This is an optimization exercise on Yosys and OpenROAD, whose aim is small area and a short achievable clock period, not a production implementation. No functional check of the RTL was part of any run shown here.

## flow/flow/run.sh

```bash
#!/bin/bash
# Standard layout, but with plain buf_2 cells as the port buffers.
set -euo pipefail
bash standard.sh "BUFFER_PORTS_ARGS=-buffer_cell sky130_fd_sc_hd__buf_2" finish > orfs_flow.log 2>&1
```

## flow/standard.sh

```bash
#!/bin/bash
# synth_recipe.tcl (not shown) runs the flow's synth.tcl, then flattens the netlist and writes it again
# the make line also repeats each setting of config.mk as NAME=value (left out here)
make -C /OpenROAD-flow-scripts/flow DESIGN_CONFIG=/design/flow/config.mk WORK_HOME=/design/flow/orfs CLKGATE_MAP_FILE= SYNTH_SCRIPT=/design/flow/synth_recipe.tcl "${@:-finish}"
```

## flow/config.mk

```make
export PLATFORM = sky130hd
export DESIGN_NAME = calc
export DESIGN_NICKNAME = calc
export VERILOG_FILES = /design/flow/design.v
export SDC_FILE = /design/flow/constraint.sdc
export NUM_CORES = 4
export LEC_CHECK = 0
export ABC_AREA = 1
export CAP_MARGIN = 20
export CORE_MARGIN = 2
export CORE_UTILIZATION = 55
export SETUP_SLACK_MARGIN = 3.75
export SLEW_MARGIN = 20
```

## flow/constraint.sdc

```tcl
create_clock -name core_clock -period 7.5 [get_ports {CLK}]
set_input_delay 1.5000 -clock core_clock [delete_from_list [all_inputs] [get_ports {CLK}]]
set_output_delay 1.5000 -clock core_clock [all_outputs]
set_load 0.01 [all_outputs]
```

## flow/design.v

```verilog
module calc(out, decimal, CLK, RST, CE, plus, sub, multi, equal);
output [14:0] out;
input  [9:0]  decimal;
input  CLK, RST, CE, plus, sub, multi, equal;
reg [14:0] B, R;
reg [2:0]  cnt;
reg [1:0]  ope;    
reg        P;      
reg fx8, fx4, fy1, fy2, fyn;        
reg [3:0] ff;                       
wire [3:0] d = decimal[9] ? 4'd9 : decimal[8] ? 4'd8 : decimal[7] ? 4'd7 :
               decimal[6] ? 4'd6 : decimal[5] ? 4'd5 : decimal[4] ? 4'd4 :
               decimal[3] ? 4'd3 : decimal[2] ? 4'd2 : decimal[1] ? 4'd1 : 4'd0;
wire digit = (decimal != 10'd0) && (cnt != 3'd7);
wire o_non = (ope == 2'b00), o_add = (ope == 2'b10), o_sub = (ope == 2'b11), o_mul = (ope == 2'b01);
wire o_as  = ope[1];
wire bx4 = (d == 4'd3) | (d == 4'd4) | (d == 4'd5);
wire bx8 = (d >= 4'd6);
wire by1 = (d == 4'd1) | (d == 4'd3) | (d == 4'd5) | (d == 4'd7) | (d == 4'd9);
wire by2 = (d == 4'd2) | (d == 4'd6);
wire byn = (d == 4'd3) | (d == 4'd6) | (d == 4'd7);
wire [3:0] f = o_mul ? 4'd0 : o_sub ? 4'd9 - d : d;
always @(posedge CLK) begin
    fx8 <= o_as | (o_mul & bx8);
    fx4 <= o_mul & bx4;
    fy1 <= o_as | (o_mul & by1);
    fy2 <= o_mul & by2;
    fyn <= o_as | (o_mul & byn);
    ff  <= {f[3], f[2] | f[3], f[1] | f[3], f[0]};
end
wire fxn = o_as;                    
wire fk  = o_add;                   
wire fci = o_add | (o_mul & fyn);   
wire [14:0] W = {R[11:0], fk, fk, fk};
wire [14:0] V = {R[13:0], fk};
wire [11:0] Xh = ((fx8 ? B[11:0] : 12'd0) | (fx4 ? B[12:1] : 12'd0)) ^ {12{fxn}};
wire [14:0] X = {Xh, (fx4 & B[0]) | ff[2], ff[1], ff[0]};
wire [14:0] Y = ((fy1 ? B : 15'd0) | (fy2 ? {B[13:0], 1'b0} : 15'd0)) ^ {15{fyn}};
wire [14:0] s1 = W ^ V ^ X;
wire [14:0] c1 = {(W[13:0] & V[13:0]) | (W[13:0] & X[13:0]) | (V[13:0] & X[13:0]), ff[3]};
wire [14:0] s2 = s1 ^ c1 ^ Y;
wire [14:0] c2 = {(s1[13:0] & c1[13:0]) | (s1[13:0] & Y[13:0]) | (c1[13:0] & Y[13:0]), ff[3]};
wire [14:0] S = s2 + c2 + {14'd0, fci};
wire [14:0] Reff = P ? S : R;
always @(posedge CLK or negedge RST)
    if (!RST) begin
        B <= 0; R <= 0; cnt <= 0; ope <= 0; P <= 0;
    end else begin
        P <= digit;
        if (digit) begin
            R <= Reff;
            cnt <= cnt + 3'd1;
        end else if (plus | sub | multi) begin
            B <= Reff;
            ope <= plus ? 2'b10 : sub ? 2'b11 : 2'b01;
            R <= (plus | sub) ? Reff : 15'd0;
            cnt <= 0;
        end else if (equal) begin
            if (!o_non) B <= Reff;
            ope <= 0;
            R <= 0;
            cnt <= 0;
        end else if (CE) begin
            R <= o_as ? B : 15'd0;
            cnt <= 0;
        end else
            R <= Reff;
    end
assign out = B;
endmodule
```

==> results of run 1 <==
## through the flow
step | hold slack, ns | instances | cell area, um2 | util
finish | 0.511 | 707 | 4670 | 0.611
global route | 0.548 | 707 | 4670 | 0.611
CTS | 0.515 | 705 | 4640 | 0.606
detailed placement | 0.486 | 697 | 4520 | 0.591
global placement | 0.488 | 697 | 4520 | 0.591
floorplan | 0.465 | 577 | 4320 | -
## sequential cells by signal (all words and copies together), names as in the netlist
| signal | count |
|---|---|
| fx8 | 1 |
| ff | 4 |
| ope | 2 |
| fy2 | 1 |
| B | 15 |
| fyn | 1 |
| P | 1 |
| fx4 | 1 |
| R | 15 |
| cnt | 3 |
| fy1 | 1 |
## metal layers
metal / up-vias / GRT usage / wire, um
met1: 1772 / 0.415 / 5390
met3: 9 / 0.0309 / 383
met4: 0 / 0.0522 / 112
met5: - / 0 / 0
met2: 82 / 0.455 / 4980
li1: 1871 / - / -
## final timing paths
kind | start | to | slack, ns | depth (start not counted)
setup / recovery | fx4 | B[14] | 3.86 | 18
hold reg to reg | cnt[1] | cnt[1] | 0.51 | 1
setup reg to reg | fx4 | B[14] | 3.86 | 18
hold / removal | cnt[1] | cnt[1] | 0.51 | 1
max in group asynchronous | RST | ope[1] | 5.57 | 1
min in group asynchronous | RST | R[1] | 1.30 | 1
## cell type report
type | instances | area [um2] | area share
clock buffer | 5 | 68.8 | 0.0147
clock inverter | 3 | 43.8 | 0.00937
inverter | 101 | 388 | 0.0830
multi-input combinational | 417 | 2790 | 0.596
sequential | 45 | 1090 | 0.232
tap | 102 | 128 | 0.0273
timing repair buffer | 33 | 170 | 0.0364
timing repair inverter | 1 | 5.00 | 0.00107
## cell families after synthesis
group / after synthesis / synth area share
mux: 1 / 0.00232
fa+ha+maj: 45 / 0.181
flops: 45 / 0.250
simple gates: 255 / 0.267
xor+xnor: 32 / 0.0649
compound gates: 84 / 0.126
buf+inv: 115 / 0.109
## worst max-delay path, delay by kind of cell, from the launching register on
kind                     cells  cell delay (ns)
adder cells (fa/ha/maj)      3             1.30
AO/OA/AOI/OAI                3             0.51
buffers and inverters        4             0.58
flip-flops                   1             0.40
AND/OR/NAND/NOR              7             0.53
XOR/XNOR                     1             0.23
## what timing repair did
action,in CTS,in global routing
resized for setup,1,8
endpoints found under the setup margin,14,16
cloned,0,1
buffers inserted,0,1
hold endpoints to repair,0,0
## layout by cell type, fill, tap and decap left out, drive strengths merged, types with 2 or more instances in the layout
master,instances
ha,16
dfxtp,9
clkinvlp,2
nor2,33
o22ai,26
inv,101
a22o,2
nand3,45
buf,33
fa,29
o21ai,34
o21bai,4
nor3,3
nand4,3
dfrtp,36
a21oi,11
xnor2,2
clkbuf,5
nand2,165
or2,4
xor2,30
o211ai,4
==> summary.txt, run 1 <==
Logic synthesis
  • Area share of the largest cell type after synthesis: 0.209
  • Synth area leader: dfrtp_1
  • Area contributors post-synth: dfrtp_1, fa_1, nand2_1
  • Post-Synthesis Cell Area: 4320 um2
  • Synth warn: 1
  • Most common cell in the netlist: nand2_1
  • Post-synthesis sequential element count: 45
  • Number of synthesized flops with an enable pin: 0
  • Synth cell types: 42
  • Synth cell count leaders: nand2_1, inv_1, nand3_1
  • Primary FF master, synth: dfrtp_1
  • Ys async rst share: 0.800
  • Mapped Cells: 577
  • Register area share after synthesis: 0.250
  • Syn avg cell area: 7.48 um2
  • Syn Nets: 639

Timing
  • Slew headroom: 0.426
  • Post-layout min period: 3.64 ns
  • Fin. max-slew vios: 0
  • Final WS setup: 3.86 ns
  • Sum Neg Setup Slack: 0 ns
  • Setup-failing EPs final: 0
  • Period utilization: 0.486
  • Final clock skew: 0.00855 ns
  • Worst-Margin Slew: 0.861 ns
  • Fmax: 274 MHz
  • Hold Fails Final Rpt: 0
  • Unrepaired setup endpoints after global routing: true

Detailed routing
  • Remaining antenna violation count: 0
  • DRC violations left: 0
  • Number of detailed-route iterations in the first pass: 5
  • DR iter-0 viols: 277
  • Routed WL per cell: 15.4 um
  • Via density per instance: 5.28
  • Vias post-DR: 3,734
  • Routed WL: 10.9 mm

Placement
  • Port Buf Inserts: 31
  • Pre-CTS WS: 3.66 ns
  • Final RePlAce weighted congestion: 0.930
  • Final HPWL DP: 8.62 mm

Clocking
  • CTS max path bufs: 2
  • Root buffer cell: clkbuf_8
  • Cts bufs inserted: 5
  • CTS sink count: 45
  • Clock Pin Slew Worst Setup and Hold Paths: 0.09 ns
  • CTS H-tree depth: 2
  • CTS tree: done
  • Worst skew pair latency: 0.31 ns
  • Hold_buf cts: 0

Cells and area
  • Layout cells sized above 1: 0.170
  • ANT cells: 0
  • Layout Area Growth over Synthesis: 8.26%
  • # fillers: 737
  • Final-stage net count: 666

Critical path
  • WS Path Type: reg -> reg
  • CP endpoint kind: flop
  • CP arrival: 3.85 ns
  • Req. time, crit path: 7.70 ns
  • CP startpoint kind: flop
  • CP max-delay cell: fa_1
  • Most used cell, CP: nand2_1
  • Crit-path max cell delay: 0.50 ns
  • Crit path cell chain: clkinvlp_2 > buf_4 > o22ai_1 > xor2_1 > fa_1 > fa_1 > inv_1 > ha_1 > a21oi_1 > nand2_1 > a21oi_1 > nand2_1 > inv_1 > nand2_1 > nand2_1 > nand2_1 > nand3_1 > nand2_1
  • CP max FO: 5

Die
  • Core Box Area: 7650 um2
  • Die Ht: 92.6 um
  • Ports: 32
  • Die W: 92.6 um
  • Row Count: 32
  • Starting Density: 0.565
  • Die area: 8580 um2

Global routing
  • Aggregate global routing overflow: 0
  • Largest net degree at the start of global routing: 37
  • Initial antenna violation count: 0
  • Global Route Usage Sum: 0.282
  • First-pass GRT wire length: 18.7 mm
  • Vias in the first global route: 3,717

Hold path
  • HP Class: reg -> reg

Status
  • Status: finished clean

Flow run
  • Max_cap viols: 0
==> run 2: changes to the inputs <==
--- a/flow/config.mk
+++ b/flow/config.mk
@@ -11,3 +11,3 @@
 export CORE_UTILIZATION = 55
-export SETUP_SLACK_MARGIN = 3.75
+export SETUP_SLACK_MARGIN = 3.5
 export SLEW_MARGIN = 20
==> run 2 against run 1 <==
- still clean
- flip-flop and latch count unchanged
- die area unchanged
- critical path type unchanged
- critical endpoint is now R[8]
- highest routed layer unchanged
==> summary.txt, run 2 <==
Status
  • Status: finished clean

Die
  • Starting Density: 0.565
  • Core Box Area: 7650 um2
  • Die W: 92.6 um
  • Die Ht: 92.6 um
  • Die area: 8580 um2
  • Row Count: 32
  • Ports: 32

Logic synthesis
  • Synth area leader: dfrtp_1
  • Post-synthesis simple-gate area fraction: 0.267
  • Area contributors post-synth: dfrtp_1, fa_1, nand2_1
  • Post-synthesis mux area share: 0.00232
  • Post-synthesis sequential element count: 45
  • Largest family of logic cells by synthesized area: simple AND/OR/NAND/NOR gates
  • Primary FF master, synth: dfrtp_1
  • Xor and xnor fraction of the mapped netlist area: 0.0649
  • Post-Synth Adder-Cell Area: 0.181
  • Most common cell in the netlist: nand2_1
  • Synth cell count leaders: nand2_1, inv_1, nand3_1
  • Area share of the largest cell type after synthesis: 0.209
  • Synth warn: 1
  • Compound-Gate Fraction of Synth Area: 0.126
  • Register area share after synthesis: 0.250
  • Number of synthesized flops with an enable pin: 0
  • Post-Synthesis Cell Area: 4320 um2
  • Syn avg cell area: 7.48 um2
  • Synth cell types: 42
  • Syn Nets: 639
  • Mapped Cells: 577
  • Ys async rst share: 0.800

Timing
  • Sum Neg Setup Slack: 0 ns
  • Final WS setup: 3.89 ns
  • Worst-Margin Slew: 0.868 ns
  • Slew headroom: 0.422
  • Final clock skew: 0.00895 ns
  • Hold Fails Final Rpt: 0
  • Fmax: 277 MHz
  • Post-layout min period: 3.61 ns
  • Fin. max-slew vios: 0
  • Hold WS: 0.511 ns
  • Period utilization: 0.481
  • Setup-failing EPs final: 0
  • Unrepaired setup endpoints after global routing: false

Flow run
  • Max_cap viols: 0

Global routing
  • Vias in the first global route: 3,716
  • First-pass GRT wire length: 18.7 mm
  • Initial antenna violation count: 0
  • Global Route Usage Sum: 0.281
  • Aggregate global routing overflow: 0
  • Largest net degree at the start of global routing: 37

Detailed routing
  • Vias post-DR: 3,733
  • DR iter-0 viols: 210
  • Number of detailed-route iterations in the first pass: 6
  • Remaining antenna violation count: 0
  • Routed WL: 10.8 mm
  • DRC violations left: 0
  • Routed WL per cell: 15.3 um
  • Via density per instance: 5.30

Cells and area
  • Finished Cell Area: 4640 um2
  • Most frequent cells in the layout: nand2_1, inv_1, nand3_1
  • Reg area: 1080 um2
  • # fillers: 744
  • Final-stage net count: 664
  • Commonest non-fill, non-tap cell in the layout: nand2_1
  • Layout Area Growth over Synthesis: 7.39%
  • ANT cells: 0
  • Largest registers: B x15, R x15, ff x4
  • Layout cells sized above 1: 0.158
  • Area of the multi-input gates: 2770 um2

Placement
  • Placed instance area: 4520 um2
  • Final RePlAce weighted congestion: 0.930
  • Port Buf Inserts: 31
  • Pre-CTS WS: 3.66 ns
  • Final HPWL DP: 8.62 mm

Clocking
  • Clock Pin Slew Worst Setup and Hold Paths: 0.09 ns
  • Hold_buf cts: 0
  • CTS sink count: 45
  • CTS tree: done
  • CTS max path bufs: 2
  • Worst skew pair latency: 0.31 ns
  • CTS H-tree depth: 2
  • Cts bufs inserted: 5
  • Root buffer cell: clkbuf_8

Critical path
  • CP arrival: 3.81 ns
  • CP endpoint kind: flop
  • WS Path Type: reg -> reg
  • CP startpoint kind: flop
  • CP max FO: 17
  • Req. time, crit path: 7.71 ns

Hold path
  • HP Class: reg -> reg
run 2: cell count changes in the layout (fill, tap and decap cells not counted), sizes merged:
| cell | before | now |
|---|---|---|
| clkinvlp | 2 | 0 |
| buf | 33 | 32 |
| inv | 101 | 102 |
run 2: final timing paths:
path                            cells past startpoint     end  slack, ns    from
worst max register to register                     16    R[8]       3.89  ope[1]
worst min register to register                      1  cnt[1]       0.51  cnt[1]
min in group asynchronous                           1  cnt[2]       1.30     RST
worst min-delay path                                1  cnt[1]       0.51  cnt[1]
worst max-delay path                               16    R[8]       3.89  ope[1]
max in group asynchronous                           1  ope[1]       5.60     RST
run 2: kinds of logic after synthesis:
logic type      count (synthesis)
simple gates                  255
buf+inv                       115
compound gates                 84
xor+xnor                       32
mux                             1
fa+ha+maj                      45
flops                          45
run 2: cell type report:
| type | count | share of cell area |
|---|---|---|
| multi-input cells | 417 | 0.597 |
| clock buffers | 5 | 0.0148 |
| well taps | 102 | 0.0275 |
| repair buffers | 32 | 0.0351 |
| flip-flops and latches | 45 | 0.233 |
| inverters | 101 | 0.0828 |
| clock inverters | 3 | 0.00944 |
run 2: through the flow:
step / util / instances
after CTS: 0.606 / 705
after global placement: 0.591 / 697
after detailed placement: 0.591 / 697
final: 0.606 / 705
after floorplan: - / 577
after global routing: 0.606 / 705
run 2: layer usage:
metal / wire, um / vias up / global-route usage
li1: - / 1871 / -
met1: 5090 / 1753 / 0.417
met2: 4980 / 102 / 0.449
met3: 602 / 7 / 0.0309
met4: 92 / 0 / 0.0535
met5: 0 / - / 0
run 2: timing repair:
| item | 4_1_cts | 5_1_grt |
|---|---|---|
| setup endpoints to repair | 0 | 17 |
| gates resized for setup | 0 | 1 |
| hold endpoints to repair | 0 | 0 |
| buffers inserted | 0 | 0 |
run 2: worst max-delay path: stages, from the launching register on:
cell and delay [ns]:
dfrtp_2 0.65, inv_4 0.13, nor2_1 0.31, fa_1 0.48, inv_1 0.08, fa_1 0.45
fa_1 0.45, inv_1 0.11, nand3_1 0.07, nand3_1 0.15, nand2_1 0.10, nand3_1 0.09
nand3_1 0.11, o21ai_1 0.16, nand2_1 0.07, nand2_1 0.07, inv_1 0.03
==> run 3: changes to the inputs <==
--- a/flow/design.v
+++ b/flow/design.v
@@ -8,3 +8,5 @@
 reg        P;      
-reg fx8, fx4, fy1, fy2, fyn;        
+reg fx8, fx4, fxn, fy1, fy2, fyn;   
+reg fk;                             
+reg fci;                            
 reg [3:0] ff;                       
@@ -14,4 +16,4 @@
 wire digit = (decimal != 10'd0) && (cnt != 3'd7);
-wire o_non = (ope == 2'b00), o_add = (ope == 2'b10), o_sub = (ope == 2'b11), o_mul = (ope == 2'b01);
-wire o_as  = ope[1];
+wire o_non = (ope == 2'd0), o_add = (ope == 2'd1), o_sub = (ope == 2'd2), o_mul = (ope == 2'd3);
+wire o_as  = o_add | o_sub;
 wire bx4 = (d == 4'd3) | (d == 4'd4) | (d == 4'd5);
@@ -25,2 +27,3 @@
     fx4 <= o_mul & bx4;
+    fxn <= o_as;
     fy1 <= o_as | (o_mul & by1);
@@ -28,7 +31,6 @@
     fyn <= o_as | (o_mul & byn);
+    fk  <= o_add;
+    fci <= o_add | (o_mul & byn);
     ff  <= {f[3], f[2] | f[3], f[1] | f[3], f[0]};
 end
-wire fxn = o_as;                    
-wire fk  = o_add;                   
-wire fci = o_add | (o_mul & fyn);   
 wire [14:0] W = {R[11:0], fk, fk, fk};
@@ -42,3 +44,36 @@
 wire [14:0] c2 = {(s1[13:0] & c1[13:0]) | (s1[13:0] & Y[13:0]) | (c1[13:0] & Y[13:0]), ff[3]};
-wire [14:0] S = s2 + c2 + {14'd0, fci};
+wire [15:0] g0 = {s2 & c2, fci};
+wire [15:0] p0 = {s2 ^ c2, 1'b0};
+wire [15:0] g1, p1, g2, p2, g3, p3, g4;
+genvar i;
+generate
+    for (i = 0; i < 16; i = i + 1) begin : pfx
+        if (i % 2 == 1) begin
+            assign g1[i] = g0[i] | (p0[i] & g0[i-1]);
+            assign p1[i] = p0[i] & p0[i-1];
+        end else begin
+            assign g1[i] = g0[i];
+            assign p1[i] = p0[i];
+        end
+        if (i % 4 >= 2) begin
+            assign g2[i] = g1[i] | (p1[i] & g1[(i/4)*4+1]);
+            assign p2[i] = p1[i] & p1[(i/4)*4+1];
+        end else begin
+            assign g2[i] = g1[i];
+            assign p2[i] = p1[i];
+        end
+        if (i % 8 >= 4) begin
+            assign g3[i] = g2[i] | (p2[i] & g2[(i/8)*8+3]);
+            assign p3[i] = p2[i] & p2[(i/8)*8+3];
+        end else begin
+            assign g3[i] = g2[i];
+            assign p3[i] = p2[i];
+        end
+        if (i >= 8)
+            assign g4[i] = g3[i] | (p3[i] & g3[7]);
+        else
+            assign g4[i] = g3[i];
+    end
+endgenerate
+wire [14:0] S = p0[15:1] ^ g4[14:0];
 wire [14:0] Reff = P ? S : R;
@@ -54,3 +89,3 @@
             B <= Reff;
-            ope <= plus ? 2'b10 : sub ? 2'b11 : 2'b01;
+            ope <= plus ? 2'd1 : sub ? 2'd2 : 2'd3;
             R <= (plus | sub) ? Reff : 15'd0;
--- a/flow/config.mk
+++ b/flow/config.mk
@@ -7,6 +7,5 @@
 export LEC_CHECK = 0
-export ABC_AREA = 1
 export CAP_MARGIN = 20
 export CORE_MARGIN = 2
-export CORE_UTILIZATION = 55
+export CORE_UTILIZATION = 40
 export SETUP_SLACK_MARGIN = 3.5
==> run 3 against run 2 <==
- still clean
- area after synthesis shrank 12%
- flip-flop and latch count grew 3
- clock skew shrank 0.0045 ns
- hold slack gained 0.0047 ns
- sequential share of layout area grew 3.2 points
- register-to-register slack lost 0.31 ns
- clock-buffer cell count grew 1
==> summary.txt, run 3 <==
Placement
  • Placed instance area: 4050 um2
  • Port Buf Inserts: 31
  • Final RePlAce weighted congestion: 0.786
  • Final HPWL DP: 6.21 mm

Detailed routing
  • Number of detailed-route iterations in the first pass: 4
  • DR iter-0 viols: 114
  • Routed WL: 8.61 mm
  • Remaining antenna violation count: 0
  • Routed WL per cell: 15.2 um
  • Vias post-DR: 2,938
  • DRC violations left: 0
  • Via density per instance: 5.19

Clocking
  • Root buffer cell: clkbuf_8
  • Worst skew pair latency: 0.32 ns
  • Clock Pin Slew Worst Setup and Hold Paths: 0.10 ns
  • CTS max path bufs: 2
  • Cts bufs inserted: 5
  • CTS H-tree depth: 2
  • CTS sink count: 48
  • CTS tree: done

Timing
  • Fmax: 255 MHz
  • Post-layout min period: 3.92 ns
  • Sum Neg Setup Slack: 0 ns
  • Unrepaired setup endpoints after global routing: true
  • Period utilization: 0.522
  • Setup-failing EPs final: 0
  • Worst-Margin Slew: 0.922 ns
  • Hold Fails Final Rpt: 0
  • Slew headroom: 0.385
  • Fin. max-slew vios: 0
  • Final clock skew: 0.00445 ns

Logic synthesis
  • Ys async rst share: 0.750
  • Post-Synthesis Cell Area: 3790 um2
  • Post-Synth Adder-Cell Area: 0.229
  • Most common cell in the netlist: inv_1
  • Area contributors post-synth: dfrtp_1, fa_1, ha_1
  • Synth area leader: dfrtp_1
  • Primary FF master, synth: dfrtp_1
  • Post-synthesis sequential element count: 48
  • Post-synthesis mux area share: 0.0297
  • Compound-Gate Fraction of Synth Area: 0.172
  • Largest family of logic cells by synthesized area: adder cells
  • Synth cell count leaders: inv_1, nand2_1, dfrtp_1
  • Area share of the largest cell type after synthesis: 0.237
  • Register area share after synthesis: 0.301
  • Number of synthesized flops with an enable pin: 0
  • Syn Nets: 472
  • Synth cell types: 46
  • Mapped Cells: 404
  • Post-synthesis simple-gate area fraction: 0.102
  • Xor and xnor fraction of the mapped netlist area: 0.0969
  • Synth warn: 1
  • Syn avg cell area: 9.39 um2

Cells and area
  • Layout cells sized above 1: 0.190
  • Final-stage net count: 504
  • Largest registers: B x15, R x15, ff x4
  • ANT cells: 0
  • # fillers: 891
  • Final core utilization: 0.472
  • Commonest non-fill, non-tap cell in the layout: inv_1
  • Most frequent cells in the layout: inv_1, nand2_1, dfrtp_1, fa_1, buf_2
  • Layout Area Growth over Synthesis: 14.8%
  • Finished Cell Area: 4360 um2

Hold path
  • Hold Crit Endpoint: cnt[0]
  • HP Class: reg -> reg
  • Hold_sp: cnt[0]
  • Hold path cells: 1

Global routing
  • First-pass GRT wire length: 14.5 mm
  • Aggregate global routing overflow: 0
  • Largest net degree at the start of global routing: 37
  • Vias in the first global route: 2,963
  • Global Route Usage Sum: 0.180
  • Initial antenna violation count: 0

Die
  • Die W: 101 um
  • Starting Density: 0.411
  • Die area: 10,300 um2
  • Row Count: 35
  • Core Box Area: 9240 um2
  • Die Ht: 101 um
  • Ports: 32

Critical path
  • CP max FO: 7
  • R2R Setup Slk: 3.58 ns
  • CP startpoint kind: flop
  • R2R depth: 14
  • Req. time, crit path: 7.70 ns
  • FF-to-FF End: B[14]
  • CP arrival: 4.12 ns
  • R2r startpoint: B[1]
  • CP endpoint kind: flop
  • WS Path Type: reg -> reg

Status
  • Status: finished clean

Flow run
  • Max_cap viols: 0
[run 3: changes by cell type after synthesis, sizes merged, moves of 8 or more]
cell,before,now
inv,101,50
nor2,33,12
nand3,45,2
o22ai,26,0
mux2i,1,9
xnor2,2,21
nand2,165,45
xor2,30,21
a22oi,0,26
[run 3: worst max-delay path by stage]
stage / startpoint / end / slack, ns / cells past startpoint
global route: B[1] / B[14] / 3.40 / 14
finish: B[1] / B[14] / 3.58 / 14
global placement: fxn / B[14] / 3.57 / 13
detailed placement: fxn / B[14] / 3.51 / 13
CTS: fx4 / B[14] / 3.51 / 13
floorplan: fxn / B[14] / 3.60 / 14
[run 3: critical path, cell delays in order, from the launching register on]
cell,delay [ns]
dfrtp_1,0.48
a22oi_1,0.24
xor2_1,0.23
fa_1,0.45
inv_1,0.08
fa_1,0.45
ha_1,0.29
o211ai_1,0.09
a21o_1,0.20
a31oi_2,0.16
a221o_1,0.41
o31a_1,0.30
xnor2_1,0.12
mux2i_1,0.21
o21ai_1,0.08
[run 3: layout make-up]
cell class | count | area (um2) | area share
Sequential cell | 48 | 1160 | 0.266
Timing Repair Buffer | 42 | 238 | 0.0546
Inverter | 50 | 188 | 0.0431
Tap cell | 129 | 161 | 0.0370
Clock buffer | 6 | 93.8 | 0.0215
Multi-Input combinational cell | 289 | 2500 | 0.574
Clock inverter | 2 | 16.3 | 0.00373
[run 3: kinds of logic (layout without fill, tap and decap cells)]
| logic type | count (synthesis) | in the layout |
|---|---|---|
| DFF | 48 | 48 |
| adders and majority gates | 51 | 51 |
| muxes | 11 | 11 |
| buffers and inverters | 67 | 100 |
| AOI/OAI and AO/OA | 101 | 101 |
| and+or+nand+nor | 84 | 84 |
| xor gates and xnor gates | 42 | 42 |
[run 3: metal layers]
metal / track usage / part of all wire
met3: 0.0235 / 0.038
met5: 0 / 0
met4: 0.0374 / 0.015
met1: 0.255 / 0.47
met2: 0.296 / 0.48
[run 3: repair_timing]
action / CTS / global route
endpoints found under the setup margin: 2 / 10
pin swaps: 0 / 15
buffers inserted: 0 / 10
hold buffers: 0 / 0
gates resized for setup: 1 / 26
[run 3: stage by stage]
| step | cells | setup slack, ns | hold WS (ns) |
|---|---|---|---|
| 6_report | 566 | 3.58 | 0.515 |
| 5_1_grt | 566 | 3.40 | 0.548 |
| 4_1_cts | 556 | 3.51 | 0.521 |
| 3_5_place_dp | 548 | 3.51 | 0.504 |
| 3_3_place_gp | 548 | 3.57 | 0.495 |
| 2_1_floorplan | 404 | 3.60 | 0.463 |
==> run 4: changes to the inputs <==
--- a/flow/config.mk
+++ b/flow/config.mk
@@ -10,3 +10,3 @@
 export CORE_UTILIZATION = 40
-export SETUP_SLACK_MARGIN = 3.5
+export SETUP_SLACK_MARGIN = 3.75
 export SLEW_MARGIN = 20
==> run 4 against run 3 <==
- clock-buffer cell count unchanged
- clock skew is 0.012 ns higher
- sequential share of layout area is 0.23 points lower
- flip-flop and latch count stayed put
- critical path depth did not move
- critical endpoint is now R[14]
- largest cell class unchanged
- highest routed layer unchanged
==> summary.txt, run 4 <==
Timing
  • Fmax: 262 MHz
  • Unrepaired setup endpoints after global routing: true
  • Final clock skew: 0.0162 ns
  • Worst-Margin Slew: 0.913 ns
  • Hold Fails Final Rpt: 0
  • Setup-failing EPs final: 0
  • Period utilization: 0.510
  • Sum Neg Setup Slack: 0 ns
  • Final WS setup: 3.68 ns
  • Slew headroom: 0.391
  • Fin. max-slew vios: 0
  • Post-layout min period: 3.82 ns

Detailed routing
  • Vias post-DR: 2,884
  • DR iter-0 viols: 108
  • Routed WL per cell: 14.9 um
  • Remaining antenna violation count: 0
  • Via density per instance: 5.06
  • DRC violations left: 0
  • Number of detailed-route iterations in the first pass: 4
  • Routed WL: 8.51 mm

Die
  • Die Ht: 101 um
  • Die W: 101 um
  • Ports: 32
  • Die area: 10,300 um2
  • Core Box Area: 9240 um2
  • Row Count: 35
  • Starting Density: 0.411

Global routing
  • Largest net degree at the start of global routing: 37
  • Global Route Usage Sum: 0.174
  • Initial antenna violation count: 0
  • Aggregate global routing overflow: 0
  • First-pass GRT wire length: 14.1 mm
  • Vias in the first global route: 2,934

Cells and area
  • # fillers: 872
  • Largest registers: B x15, R x15, ff x4
  • Final-stage net count: 508
  • Layout cells sized above 1: 0.218
  • Most frequent cells in the layout: inv_1, nand2_1, buf_2
  • Reg area: 1160 um2
  • Layout Area Growth over Synthesis: 16.2%
  • Area of the multi-input gates: 2520 um2
  • ANT cells: 0

Logic synthesis
  • Synth cell types: 46
  • Syn avg cell area: 9.39 um2
  • Ys async rst share: 0.750
  • Area share of the largest cell type after synthesis: 0.237
  • Synth cell count leaders: inv_1, nand2_1, dfrtp_1
  • Area contributors post-synth: dfrtp_1, fa_1, ha_1
  • Number of synthesized flops with an enable pin: 0
  • Syn Nets: 472
  • Synth warn: 1
  • Post-synthesis sequential element count: 48
  • Post-Synthesis Cell Area: 3790 um2
  • Mapped Cells: 404
  • Synth area leader: dfrtp_1
  • Primary FF master, synth: dfrtp_1
  • Register area share after synthesis: 0.301
  • Most common cell in the netlist: inv_1

Placement
  • Port Buf Inserts: 31
  • Final HPWL DP: 6.10 mm
  • Pre-CTS WS: 3.47 ns
  • Final RePlAce weighted congestion: 0.802

Clocking
  • Root buffer cell: clkbuf_8
  • CTS H-tree depth: 2
  • CTS sink count: 48
  • CTS max path bufs: 2
  • Clock Pin Slew Worst Setup and Hold Paths: 0.11 ns
  • Cts bufs inserted: 5
  • Worst skew pair latency: 0.32 ns
  • CTS tree: done

Status
  • Status: finished clean

Critical path
  • CP max FO: 5
  • Req. time, crit path: 7.70 ns
  • R2R depth: 14
  • CP startpoint kind: flop
  • WS Path Type: reg -> reg
  • CP arrival: 4.02 ns
  • CP endpoint kind: flop

Hold path
  • HP Class: reg -> reg
  • Hold path cells: 1

Flow run
  • Max_cap viols: 0
## run 4: path summary, 6_finish.rpt
| kind | startpoint | endpoint | slack (ns) |
|---|---|---|---|
| min | cnt[0] | cnt[0] | 0.52 |
| min reg2reg | cnt[0] | cnt[0] | 0.52 |
| max | B[3] | R[14] | 3.68 |
| min in group asynchronous | RST | B[0] | 1.27 |
| max reg2reg | B[3] | R[14] | 3.68 |
| max in group asynchronous | RST | B[6] | 5.65 |
## run 4: repair_timing
action | in CTS | in global routing
setup endpoints to repair | 10 | 13
gates resized for setup | 24 | 14
hold buffers | 0 | 0
buffers inserted | 7 | 7
pin swaps | 9 | 12
## run 4: worst max-delay path: stages, from the launching register on
cell,delay (ns)
dfrtp_2,0.46
a22oi_2,0.22
xor2_2,0.21
fa_1,0.43
fa_1,0.51
inv_2,0.05
ha_4,0.22
o21a_1,0.20
o211ai_1,0.26
a31oi_4,0.08
a221o_1,0.37
o31a_1,0.26
xnor2_1,0.12
mux2i_1,0.21
o21ai_1,0.09
## run 4: stage by stage
step	cells	util	cell area, um2	hold WS, ns
floorplan	404	-	3800	0.463
finish	570	0.477	4410	0.522
CTS	563	0.467	4320	0.538
global placement	548	0.438	4050	0.494
global route	570	0.477	4410	0.553
detailed placement	548	0.438	4050	0.521
## run 4: metal layers
layer | wire (um) | GRT usage | part of all wire | up-vias
met5 | 0 | 0 | 0 | -
met4 | 135 | 0.0426 | 0.016 | 0
met3 | 370 | 0.0373 | 0.043 | 12
met2 | 3990 | 0.286 | 0.47 | 64
met1 | 4010 | 0.235 | 0.47 | 1384
li1 | - | - | - | 1424
## run 4: cell families after synthesis
group	share of synthesized area
mux	0.0297
fa+ha+maj	0.229
flops	0.301
xor+xnor	0.0969
buf+inv	0.0696
simple gates	0.102
compound gates	0.172
## run 4: cell type report
type                            instances  share of cell area
Clock buffer                            6              0.0213
Clock inverter                          2             0.00397
Inverter                               50              0.0426
Multi-Input combinational cell        289               0.570
Sequential cell                        48               0.264
Tap cell                              129              0.0366
Timing Repair Buffer                   46              0.0616
==> run 5: changes to the inputs <==
--- a/flow/design.v
+++ b/flow/design.v
@@ -24,15 +24,19 @@
 wire [3:0] f = o_mul ? 4'd0 : o_sub ? 4'd9 - d : d;
-always @(posedge CLK) begin
-    fx8 <= o_as | (o_mul & bx8);
-    fx4 <= o_mul & bx4;
-    fxn <= o_as;
-    fy1 <= o_as | (o_mul & by1);
-    fy2 <= o_mul & by2;
-    fyn <= o_as | (o_mul & byn);
-    fk  <= o_add;
-    fci <= o_add | (o_mul & byn);
-    ff  <= {f[3], f[2] | f[3], f[1] | f[3], f[0]};
-end
-wire [14:0] W = {R[11:0], fk, fk, fk};
-wire [14:0] V = {R[13:0], fk};
+always @(posedge CLK or negedge RST)
+    if (!RST) begin
+        fx8 <= 0; fx4 <= 0; fxn <= 0; fy1 <= 0; fy2 <= 0; fyn <= 0;
+        fk <= 0; fci <= 0; ff <= 0;
+    end else begin
+        fx8 <= digit & (o_as | (o_mul & bx8));
+        fx4 <= digit & o_mul & bx4;
+        fxn <= digit & o_as;
+        fy1 <= digit & (o_as | (o_mul & by1));
+        fy2 <= digit & o_mul & by2;
+        fyn <= digit & (o_as | (o_mul & byn));
+        fk  <= digit & o_add;
+        fci <= digit & (o_add | (o_mul & byn));
+        ff  <= digit ? {f[3], f[2] | f[3], f[1] | f[3], f[0]} : 4'd0;
+    end
+wire [14:0] W = P ? {R[11:0], fk, fk, fk} : R;
+wire [14:0] V = P ? {R[13:0], fk} : 15'd0;
 wire [11:0] Xh = ((fx8 ? B[11:0] : 12'd0) | (fx4 ? B[12:1] : 12'd0)) ^ {12{fxn}};
@@ -44,37 +48,4 @@
 wire [14:0] c2 = {(s1[13:0] & c1[13:0]) | (s1[13:0] & Y[13:0]) | (c1[13:0] & Y[13:0]), ff[3]};
-wire [15:0] g0 = {s2 & c2, fci};
-wire [15:0] p0 = {s2 ^ c2, 1'b0};
-wire [15:0] g1, p1, g2, p2, g3, p3, g4;
-genvar i;
-generate
-    for (i = 0; i < 16; i = i + 1) begin : pfx
-        if (i % 2 == 1) begin
-            assign g1[i] = g0[i] | (p0[i] & g0[i-1]);
-            assign p1[i] = p0[i] & p0[i-1];
-        end else begin
-            assign g1[i] = g0[i];
-            assign p1[i] = p0[i];
-        end
-        if (i % 4 >= 2) begin
-            assign g2[i] = g1[i] | (p1[i] & g1[(i/4)*4+1]);
-            assign p2[i] = p1[i] & p1[(i/4)*4+1];
-        end else begin
-            assign g2[i] = g1[i];
-            assign p2[i] = p1[i];
-        end
-        if (i % 8 >= 4) begin
-            assign g3[i] = g2[i] | (p2[i] & g2[(i/8)*8+3]);
-            assign p3[i] = p2[i] & p2[(i/8)*8+3];
-        end else begin
-            assign g3[i] = g2[i];
-            assign p3[i] = p2[i];
-        end
-        if (i >= 8)
-            assign g4[i] = g3[i] | (p3[i] & g3[7]);
-        else
-            assign g4[i] = g3[i];
-    end
-endgenerate
-wire [14:0] S = p0[15:1] ^ g4[14:0];
-wire [14:0] Reff = P ? S : R;
+wire [14:0] S = s2 + c2 + {14'd0, fci};
+wire [14:0] Reff = S;    
 always @(posedge CLK or negedge RST)
--- a/flow/config.mk
+++ b/flow/config.mk
@@ -9,3 +9,3 @@
 export CORE_MARGIN = 2
-export CORE_UTILIZATION = 40
+export CORE_UTILIZATION = 55
 export SETUP_SLACK_MARGIN = 3.75
==> run 5 against run 4 <==
- still clean
- clock-buffer cell count is 1 lower
- utilization is 17 points higher
- worst setup slack better by 0.016 ns
- register-to-register slack better by 0.02 ns
- fmax is 0.43% higher
- non-clock buffer count is 5 lower
- critical endpoint is now R[13]
- largest cell class unchanged
==> summary.txt, run 5 <==
Timing
  • Setup-failing EPs final: 0
  • Post-layout min period: 3.81 ns
  • Slew headroom: 0.290
  • Period utilization: 0.507
  • Hold Fails Final Rpt: 0
  • Final clock skew: 0.0165 ns
  • Worst-Margin Slew: 1.06 ns
  • Sum Neg Setup Slack: 0 ns
  • Fin. max-slew vios: 0
  • Unrepaired setup endpoints after global routing: true
  • Fmax: 263 MHz

Status
  • Status: finished clean

Critical path
  • CP endpoint kind: flop
  • WS Path Type: reg -> reg
  • CP startpoint kind: flop
  • Req. time, crit path: 7.70 ns
  • CP max FO: 7
  • Crit-path max cell delay: 0.50 ns
  • Crit path cell chain: buf_12 > mux2i_4 > fa_1 > inv_2 > fa_1 > ha_1 > nor2b_4 > o31a_1 > o31a_1 > and3_4 > or3_4 > a32o_1
  • R2R depth: 12
  • FF-to-FF End: R[13]
  • CP arrival: 4.01 ns
  • R2r startpoint: P
  • CP max-delay cell: dfrtp_4
  • R2R Setup Slk: 3.69 ns

Logic synthesis
  • Post-synthesis sequential element count: 48
  • Number of synthesized flops with an enable pin: 0
  • Area share of the largest cell type after synthesis: 0.292
  • Synth warn: 1
  • Syn Nets: 480
  • Most common cell in the netlist: dfrtp_1
  • Synth cell types: 61
  • Primary FF master, synth: dfrtp_1
  • Synth area leader: dfrtp_1
  • Ys async rst share: 1.00
  • Synth cell count leaders: dfrtp_1, xnor2_1, nand2_1
  • Syn avg cell area: 9.93 um2
  • Area contributors post-synth: dfrtp_1, fa_1, xnor2_1
  • Mapped Cells: 414
  • Register area share after synthesis: 0.292
  • Post-Synthesis Cell Area: 4110 um2

Clocking
  • CTS tree: done
  • Clock Pin Slew Worst Setup and Hold Paths: 0.10 ns
  • Root buffer cell: clkbuf_8
  • CTS sink count: 48
  • Hold_buf cts: 0
  • CTS max path bufs: 2
  • Worst skew pair latency: 0.31 ns
  • Cts bufs inserted: 5
  • CTS H-tree depth: 2

Die
  • Core Box Area: 7250 um2
  • Starting Density: 0.567
  • Die Ht: 90.5 um
  • Die W: 90.5 um
  • Row Count: 31
  • Die area: 8180 um2
  • Ports: 32

Detailed routing
  • Vias post-DR: 3,200
  • Remaining antenna violation count: 0
  • DRC violations left: 0
  • Routed WL per cell: 18.0 um
  • DR iter-0 viols: 176
  • Number of detailed-route iterations in the first pass: 4
  • Routed WL: 9.77 mm
  • Via density per instance: 5.88

Placement
  • Final RePlAce weighted congestion: 0.850
  • Port Buf Inserts: 31
  • Final HPWL DP: 7.02 mm
  • Dpl cells: 527

Hold path
  • Hold path cells: 2
  • Hold_sp: cnt[2]
  • Hold Crit Endpoint: cnt[2]
  • HP Class: reg -> reg

Global routing
  • Initial antenna violation count: 0
  • Vias in the first global route: 3,048
  • Largest net degree at the start of global routing: 49
  • Aggregate global routing overflow: 0
  • First-pass GRT wire length: 16.0 mm
  • Global Route Usage Sum: 0.247

Cells and area
  • Commonest non-fill, non-tap cell in the layout: dfrtp_1
  • Finished Layout Cells: 544
  • Final-stage net count: 510
  • Layout cells sized above 1: 0.243
  • Most frequent cells in the layout: dfrtp_1, xnor2_1, nand2_1
  • ANT cells: 0
  • Layout Area Growth over Synthesis: 13.5%
  • Largest registers: B x15, R x15, ff x4

Flow run
  • Max_cap viols: 0
==> run 5: through the flow <==
stage	cell area, um2	hold slack, ns	worst slack (ns)	utilization
5_1_grt	4670	0.533	3.60	0.644
3_3_place_gp	4330	0.486	3.35	0.596
3_5_place_dp	4330	0.493	3.33	0.596
2_1_floorplan	4130	0.467	3.78	-
4_1_cts	4480	0.515	3.70	0.617
6_report	4670	0.515	3.69	0.644
==> run 5: repair_timing <==
action	CTS	global route
resized for setup	8	30
pin swaps	5	15
buffers inserted	3	5
gates cloned	0	1
setup endpoints to repair	19	15
==> run 5: worst max path at each step <==
stage               from  endpoint  slack [ns]  depth (start not counted)
floorplan            fx4     R[13]        3.78                         12
global placement       P     R[13]        3.35                         10
global route           P      R[7]        3.60                         12
finish                 P     R[13]        3.69                         12
detailed placement     P     R[13]        3.33                         10
CTS                    P      R[7]        3.70                         12
==> run 5: cell families (layout without fill, tap and decap cells) <==
family | Yosys count | count (layout) | share of synthesized area
AO/OA/AOI/OAI | 111 | 111 | 0.191
AND/OR/NAND/NOR | 110 | 110 | 0.146
adder cells (fa/ha/maj) | 49 | 49 | 0.202
flip-flops | 48 | 48 | 0.292
XOR/XNOR | 41 | 41 | 0.0873
buffers and inverters | 40 | 71 | 0.0408
multiplexers | 15 | 15 | 0.0408
==> run 5: layout make-up <==
type,instances,area (um2)
multi-input combinational,326,2900
fill,596,2580
sequential,48,1210
timing repair buffer,41,260
tap,99,124
inverter,22,82.6
clock buffer,5,68.8
clock inverter,3,23.8
==> run 5: worst max-delay path: cells and delay by family (launching register included) <==
kind | cells | cell delay [ns]
fa+ha+maj | 3 | 1.29
buf+inv | 2 | 0.19
flops | 1 | 0.50
simple gates | 3 | 0.68
compound gates | 3 | 0.86
mux | 1 | 0.18
==> run 5: routing by layer <==
layer / GRT usage / vias to the layer above / share of wire
met2: 0.407 / 56 / 0.47
met3: 0.0275 / 8 / 0.041
met5: 0 / - / 0
met4: 0.0487 / 0 / 0.0095
met1: 0.357 / 1599 / 0.47
li1: - / 1537 / -
==> run 6: changes to the inputs <==
==> flow/design.v (replaced) <==
module calc(out, decimal, CLK, RST, CE, plus, sub, multi, equal);
output [14:0] out;
input  [9:0]  decimal;
input  CLK, RST, CE, plus, sub, multi, equal;
reg [14:0] B, R;
reg [2:0]  cnt;
reg [1:0]  ope;    
reg        P;      
reg [3:0]  D;      
wire [3:0] d = decimal[9] ? 4'd9 : decimal[8] ? 4'd8 : decimal[7] ? 4'd7 :
               decimal[6] ? 4'd6 : decimal[5] ? 4'd5 : decimal[4] ? 4'd4 :
               decimal[3] ? 4'd3 : decimal[2] ? 4'd2 : decimal[1] ? 4'd1 : 4'd0;
wire digit = (decimal != 10'd0) && (cnt != 3'd7);
wire oper  = plus | sub | multi;
wire o_add = P & (ope == 2'd1), o_sub = P & (ope == 2'd2), o_mul = P & (ope == 2'd3);
wire o_non = P & (ope == 2'd0);
wire o_as  = o_add | o_sub;
wire x4  = (D == 4'd3) | (D == 4'd4) | (D == 4'd5);
wire x8  = (D >= 4'd6);
wire y1  = (D == 4'd1) | (D == 4'd3) | (D == 4'd5) | (D == 4'd7) | (D == 4'd9);
wire y2  = (D == 4'd2) | (D == 4'd6);
wire yn  = (D == 4'd3) | (D == 4'd6) | (D == 4'd7);
wire [14:0] B2 = {B[13:0], 1'b0};
wire [14:0] B4 = {B[12:0], 2'b0};
wire [14:0] B8 = {B[11:0], 3'b0};
wire [14:0] X = o_as  ? ~B8 :
                o_mul ? ((x8 ? B8 : 15'd0) | (x4 ? B4 : 15'd0)) : 15'd0;
wire [14:0] Yp = (y1 ? B : 15'd0) | (y2 ? B2 : 15'd0);
wire [14:0] Y = o_as  ? ~B :
                o_mul ? (yn ? ~Yp : Yp) : 15'd0;
wire [14:0] Z = o_sub ? {11'h7ff, ~D} : (o_add | o_non) ? {11'd0, D} : 15'd0;
wire [2:0]  c = o_add ? 3'd2 : o_sub ? 3'd3 : (o_mul & yn) ? 3'd1 : 3'd0;
wire [14:0] W = P ? {R[11:0], c} : R;
wire [14:0] V = P ? {R[13:0], 1'b0} : 15'd0;
wire [14:0] Reff = W + V + X + Y + Z;
always @(posedge CLK)
    D <= d;
always @(posedge CLK or negedge RST)
    if (!RST) begin
        B <= 0; R <= 0; cnt <= 0; ope <= 0; P <= 0;
    end else begin
        P <= digit;
        if (digit) begin
            R <= Reff;
            cnt <= cnt + 3'd1;
        end else if (oper) begin
            B <= Reff;
            ope <= plus ? 2'd1 : sub ? 2'd2 : 2'd3;
            R <= (plus | sub) ? Reff : 15'd0;
            cnt <= 0;
        end else if (equal) begin
            if (ope != 2'd0) B <= Reff;
            ope <= 0;
            R <= 0;
            cnt <= 0;
        end else if (CE) begin
            R <= (ope == 2'd1 || ope == 2'd2) ? B : 15'd0;
            cnt <= 0;
        end else
            R <= Reff;
    end
assign out = B;
endmodule
==> flow/run.sh (new file) <==
#!/bin/bash
# synth_recipe.tcl (not shown) runs the flow's synth.tcl, then flattens the netlist and writes it again
# the make line also repeats each setting of config.mk as NAME=value (left out here)
make -C /OpenROAD-flow-scripts/flow DESIGN_CONFIG=/design/flow/config.mk WORK_HOME=/design/flow/orfs CLKGATE_MAP_FILE= SYNTH_SCRIPT=/design/flow/synth_recipe.tcl finish
--- a/flow/config.mk
+++ b/flow/config.mk
@@ -9,4 +9,4 @@
 export CORE_MARGIN = 2
-export CORE_UTILIZATION = 55
-export SETUP_SLACK_MARGIN = 3.75
+export CORE_UTILIZATION = 40
+export SETUP_SLACK_MARGIN = 4
 export SLEW_MARGIN = 20
removed: flow/flow/run.sh
removed: flow/standard.sh
==> run 6 against run 5 <==
- die area increased by 45%
- fmax decreased by 20%
- clock-buffer cell count increased by 2
- highest routed layer unchanged
- hold slack got worse by 0.018 ns
- first-iteration DRC count increased by 64%
- final cell count increased by 23%
- sequential share of layout area decreased by 7.8 points
- still clean on timing, DRC and antenna
- routed wire length increased by 24%
- critical path type unchanged
==> summary.txt, run 6 <==
Cells and area
  • Layout Area Growth over Synthesis: 26.1%
  • Largest registers: B x15, R x15, D x4
  • Final core utilization: 0.514
  • Final-stage net count: 605
  • Layout cells sized above 1: 0.255
  • Commonest non-fill, non-tap cell in the layout: fa_1
  • Most frequent cells in the layout: fa_1, nor2_1, buf_4
  • Finished Cell Area: 5550 um2
  • ANT cells: 0
  • # fillers: 940

Global routing
  • Vias in the first global route: 3,734
  • Aggregate global routing overflow: 0
  • Initial antenna violation count: 0
  • Global Route Usage Sum: 0.216
  • Largest net degree at the start of global routing: 37
  • First-pass GRT wire length: 19.7 mm

Timing
  • Period utilization: 0.631
  • Sum Neg Setup Slack: 0 ns
  • Unrepaired setup endpoints after global routing: true
  • Fin. max-slew vios: 0
  • Worst-Margin Slew: 1.11 ns
  • Final clock skew: 0.0118 ns
  • Fmax: 211 MHz
  • Slew headroom: 0.253
  • Post-layout min period: 4.74 ns
  • Hold WS: 0.497 ns
  • Hold Fails Final Rpt: 0
  • Setup-failing EPs final: 0

Clocking
  • Root buffer cell: clkbuf_8
  • Hold_buf cts: 0
  • Worst skew pair latency: 0.30 ns
  • Clock Pin Slew Worst Setup and Hold Paths: 0.08 ns
  • CTS sink count: 40
  • CTS max path bufs: 2
  • CTS H-tree depth: 2
  • CTS tree: done
  • Cts bufs inserted: 5

Critical path
  • R2R Setup Slk: 2.76 ns
  • CP startpoint kind: flop
  • Req. time, crit path: 7.69 ns
  • CP max FO: 4
  • CP endpoint kind: flop
  • CP arrival: 4.92 ns
  • CP startpoint: ope[1]
  • WS Path Type: reg -> reg
  • R2r startpoint: ope[1]

Placement
  • Port Buf Inserts: 31
  • Final HPWL DP: 8.02 mm
  • Final RePlAce weighted congestion: 0.881
  • Placed instance area: 4770 um2

Die
  • Row Count: 38
  • Die Ht: 109 um
  • Die area: 11,800 um2
  • Ports: 32
  • Die W: 109 um
  • Core Box Area: 10,800 um2
  • Starting Density: 0.407

Detailed routing
  • Number of detailed-route iterations in the first pass: 5
  • DRC violations left: 0
  • Via density per instance: 5.70
  • DR iter-0 viols: 289
  • Remaining antenna violation count: 0
  • Routed WL per cell: 18.2 um
  • Routed WL: 12.2 mm
  • Vias post-DR: 3,811

Logic synthesis
  • Syn avg cell area: 9.09 um2
  • Synth cell count leaders: fa_1, nor2_1, dfrtp_1
  • Primary FF master, synth: dfrtp_1
  • Post-Synthesis Cell Area: 4400 um2
  • Register area share after synthesis: 0.223
  • Synth cell types: 49
  • Area share of the largest cell type after synthesis: 0.205
  • Ys async rst share: 0.900
  • Mapped Cells: 484
  • Synth warn: 1
  • Area contributors post-synth: dfrtp_1, fa_1, ha_1
  • Number of synthesized flops with an enable pin: 0
  • Post-synthesis sequential element count: 40
  • Synth area leader: dfrtp_1
  • Syn Nets: 561

Status
  • Status: finished clean

Hold path
  • HP Class: reg -> reg
  • Hold_sp: cnt[0]

Flow run
  • Max_cap viols: 0
==> run 6: changes by cell type in the layout (fill, tap and decap cells not counted), moves of 13 or more <==
cell	change
buf_2	-30
buf_4	+28
clkdlybuf4s50_1	+30
inv_1	+13
nor2_1	+19
o22ai_1	+17
xnor2_1	-29
xor2_1	+23
==> run 6: what timing repair did <==
item	CTS	global route
gates cloned	4	0
pin swaps	17	14
setup endpoints to repair	30	30
gates resized for setup	53	18
setup buffers	23	18
==> run 6: per-stage QoR <==
step | cells | setup WS, ns
finish | 669 | 2.76
global route | 669 | 2.59
CTS | 651 | 2.77
detailed placement | 616 | 1.96
global placement | 616 | 1.97
floorplan | 484 | 2.90
==> run 6: final timing paths <==
path	endpoint	cells after the start
worst min-delay path	cnt[0]	1
max in group asynchronous	P	1
worst min register to register	cnt[0]	1
min in group asynchronous	R[1]	1
worst max register to register	B[14]	21
worst max-delay path	B[14]	21
==> run 6: final cells by class <==
| type | instances | area, um2 | share of cell area |
|---|---|---|---|
| repair buffers | 72 | 646 | 0.116 |
| multi-input cells | 373 | 3450 | 0.623 |
| clock buffers | 7 | 96.3 | 0.0174 |
| flip-flops and latches | 40 | 1010 | 0.181 |
| well taps | 140 | 175 | 0.0316 |
| inverters | 36 | 139 | 0.0250 |
| clock inverters | 1 | 30.0 | 0.00542 |
==> run 6: layer usage <==
layer,vias up,global-route usage,share of wire,wire (um)
li1,1778,-,-,-
met1,1896,0.300,0.45,5530
met2,124,0.354,0.48,5820
met3,13,0.0418,0.057,694
met4,0,0.0403,0.0094,114
met5,-,0,0,0
==> run 6: logic make-up (layout without fill, tap and decap cells) <==
logic type                 after synthesis  after routing  share of synthesized area
buffers and inverters                   75            116                     0.0683
adders and majority gates               60             60                      0.239
muxes                                   20             20                     0.0501
and+or+nand+nor                        108            111                      0.122
DFF                                     40             40                      0.223
AOI/OAI and AO/OA                      143            144                      0.217
xor gates and xnor gates                38             38                     0.0805
==> run 6: worst max-delay path: stages, from the launching register on <==
cell,delay [ns]
dfrtp_1,0.41
buf_6,0.14
ha_4,0.17
o21ai_4,0.20
inv_2,0.06
a41o_1,0.22
fa_1,0.50
inv_1,0.05
fa_1,0.45
fa_1,0.49
inv_1,0.05
ha_2,0.18
inv_2,0.05
fa_2,0.19
nor2b_1,0.05
o21ai_2,0.18
a21boi_4,0.10
or4_4,0.50
a21o_1,0.20
nand2_1,0.08
xor2_1,0.08
mux2_2,0.27
==> run 7: changes to the inputs <==
--- a/flow/config.mk
+++ b/flow/config.mk
@@ -10,3 +10,2 @@
 export CORE_UTILIZATION = 40
-export SETUP_SLACK_MARGIN = 4
 export SLEW_MARGIN = 20
==> run 7 against run 6 <==
- still clean on timing, DRC and antenna
- fmax is 17% lower
- clock skew is 0.0029 ns lower
- global-route usage is 1.5 points lower
- area after synthesis stayed put
- first-iteration DRC count is 23% lower
- hold slack better by 0.0096 ns
- register-to-register slack worse by 0.94 ns
==> summary.txt, run 7 <==
Timing
  • Hold Fails Final Rpt: 0
  • Fmax: 176 MHz
  • Sum Neg Setup Slack: 0 ns
  • Hold WS: 0.507 ns
  • Fin. max-slew vios: 0
  • Final clock skew: 0.00890 ns
  • Slew headroom: 0.299
  • Post-layout min period: 5.68 ns
  • Setup-failing EPs final: 0
  • Period utilization: 0.757
  • Worst-Margin Slew: 1.05 ns
  • Unrepaired setup endpoints after global routing: false

Critical path
  • CP startpoint: D[2]
  • CP max-delay cell: dfxtp_1
  • R2r startpoint: D[2]
  • CP startpoint kind: flop
  • R2R Setup Slk: 1.82 ns
  • Crit-path max cell delay: 1.02 ns
  • CP top delay family: adder cells
  • FF-to-FF End: R[10]
  • Crit path cell chain: nor2_1 > a32o_1 > a41o_1 > fa_1 > inv_1 > fa_1 > fa_1 > inv_1 > ha_1 > inv_1 > fa_1 > nor2b_1 > o21ai_0 > a21boi_1 > o21ai_0 > a21oi_1 > xor2_1 > a22oi_1 > nor2_1
  • WS Path Type: reg -> reg
  • CP arrival: 5.92 ns
  • Req. time, crit path: 7.74 ns
  • Crit path buffers/inverters: 3
  • R2R depth: 19
  • CP max FO: 22
  • Most used cell, CP: fa_1
  • CP endpoint kind: flop

Hold path
  • Hold Crit Endpoint: cnt[0]
  • Hold path cells: 1
  • HP Class: reg -> reg
  • Hold_sp: cnt[0]

Status
  • Status: finished clean

Global routing
  • First-pass GRT wire length: 18.5 mm
  • Global Route Usage Sum: 0.201
  • Vias in the first global route: 3,616
  • Aggregate global routing overflow: 0
  • Largest net degree at the start of global routing: 37
  • Initial antenna violation count: 0

Detailed routing
  • Routed WL per cell: 17.3 um
  • Routed WL: 10.9 mm
  • Remaining antenna violation count: 0
  • Vias post-DR: 3,541
  • Via density per instance: 5.66
  • Number of detailed-route iterations in the first pass: 6
  • DRC violations left: 0
  • DR iter-0 viols: 223

Die
  • Ports: 32
  • Row Count: 38
  • Die Ht: 109 um
  • Die W: 109 um
  • Die area: 11,800 um2
  • Core Box Area: 10,800 um2
  • Starting Density: 0.407

Logic synthesis
  • Area share of the largest cell type after synthesis: 0.205
  • Syn Nets: 561
  • Syn avg cell area: 9.09 um2
  • Mapped Cells: 484
  • Ys async rst share: 0.900
  • Area contributors post-synth: dfrtp_1, fa_1, ha_1
  • Primary FF master, synth: dfrtp_1
  • Post-Synthesis Cell Area: 4400 um2
  • Synth area leader: dfrtp_1
  • Number of synthesized flops with an enable pin: 0
  • Register area share after synthesis: 0.223
  • Post-synthesis sequential element count: 40
  • Synth cell types: 49
  • Synth warn: 1
  • Synth cell count leaders: fa_1, nor2_1, dfrtp_1

Cells and area
  • ANT cells: 0
  • Most frequent cells in the layout: nor2_1, fa_1, dfrtp_1
  • Layout cells sized above 1: 0.0679
  • Reg area: 981 um2
  • Largest registers: B x15, R x15, D x4
  • Area of the multi-input gates: 3120 um2
  • Final-stage net count: 562
  • Layout Area Growth over Synthesis: 10.0%
  • # fillers: 1,072

Clocking
  • Resized Gates After CTS: 0
  • CTS H-tree depth: 2
  • Hold_buf cts: 0
  • CTS sink count: 40
  • CTS max path bufs: 2
  • Postcts setup bufs: 0
  • Cts bufs inserted: 5
  • Clock Pin Slew Worst Setup and Hold Paths: 0.09 ns
  • CTS tree: done
  • Worst skew pair latency: 0.30 ns
  • Root buffer cell: clkbuf_8

Placement
  • Final RePlAce weighted congestion: 0.839
  • Port Buf Inserts: 31
  • Final HPWL DP: 8.04 mm

Flow run
  • Max_cap viols: 0
-- run 7: layout make-up --
type	count	area share
timing repair buffer	33	0.0662
clock buffer	6	0.0150
multi-input combinational	369	0.645
inverter	36	0.0279
clock inverter	2	0.00724
tap	140	0.0362
sequential	40	0.203
-- run 7: worst register-to-register path, delay by kind of cell, from the launching register on --
kind	cells	cell delay, ns
AOI/OAI and AO/OA	7	1.75
xor gates and xnor gates	1	0.32
adders and majority gates	5	2.00
buffers and inverters	3	0.17
DFF	1	1.02
and+or+nand+nor	3	0.34
-- run 7: logic make-up after synthesis --
logic type	synth area share
DFF	0.223
buffers and inverters	0.0683
muxes	0.0501
and+or+nand+nor	0.122
adders and majority gates	0.239
AOI/OAI and AO/OA	0.217
xor gates and xnor gates	0.0805
-- run 7: how the worst max path moves through the flow --
stage,cells past startpoint,endpoint
CTS,18,B[13]
global route,21,R[10]
finish,19,R[10]
detailed placement,18,B[13]
floorplan,22,B[14]
global placement,18,B[13]
-- run 7: layer usage --
| metal | global-route usage | wire length (um) |
|---|---|---|
| met4 | 0.0440 | 131 |
| met2 | 0.333 | 5210 |
| met1 | 0.278 | 5120 |
| met5 | 0 | 0 |
| met3 | 0.0323 | 389 |
-- run 7: metrics by stage --
step | instance area [um2] | std cells | setup slack, ns | utilization
global placement | 4730 | 618 | 1.99 | 0.438
CTS | 4840 | 626 | 1.90 | 0.448
global route | 4840 | 626 | 1.49 | 0.448
finish | 4840 | 626 | 1.82 | 0.448
floorplan | 4400 | 484 | 2.42 | -
detailed placement | 4730 | 618 | 1.92 | 0.438

-- separate check: timing with driven ports --
The flow's constraints put no driver on any port. The routed layouts listed below were extracted and timed again, unchanged, in two steps.
Step 1, drivers: a clkbuf_16 drives CLK and a buf_2 each remaining input, both assumed.
Step 2, shift: input delay + t, output delay - t, t = (earliest + latest rising clock arrival at the registers) / 2. This alone moves slack from input paths to output paths.
a / b / c = ideal ports / drivers / drivers and shift; a / b = the first two.
run | shift t [ns] | slack for setup (ns) | worst data-port slew with drivers (ns) | cell pins on the clock port's net
run 1 | 0.336 | 3.855 / 3.855 / 3.855 | 0.03 | 1
run 2 | 0.338 | 3.894 / 3.894 / 3.894 | 0.03 | 1
run 3 | 0.342 | 3.583 / 3.583 / 3.583 | 0.03 | 1
run 4 | 0.335 | 3.678 / 3.678 / 3.678 | 0.03 | 1
run 5 | 0.332 | 3.694 / 3.694 / 3.694 | 0.03 | 1
run 6 | 0.328 | 2.765 / 2.765 / 2.765 | 0.03 | 1
run 7 | 0.333 | 1.823 / 1.823 / 1.823 | 0.04 | 1
After both steps every run listed still meets setup and hold.
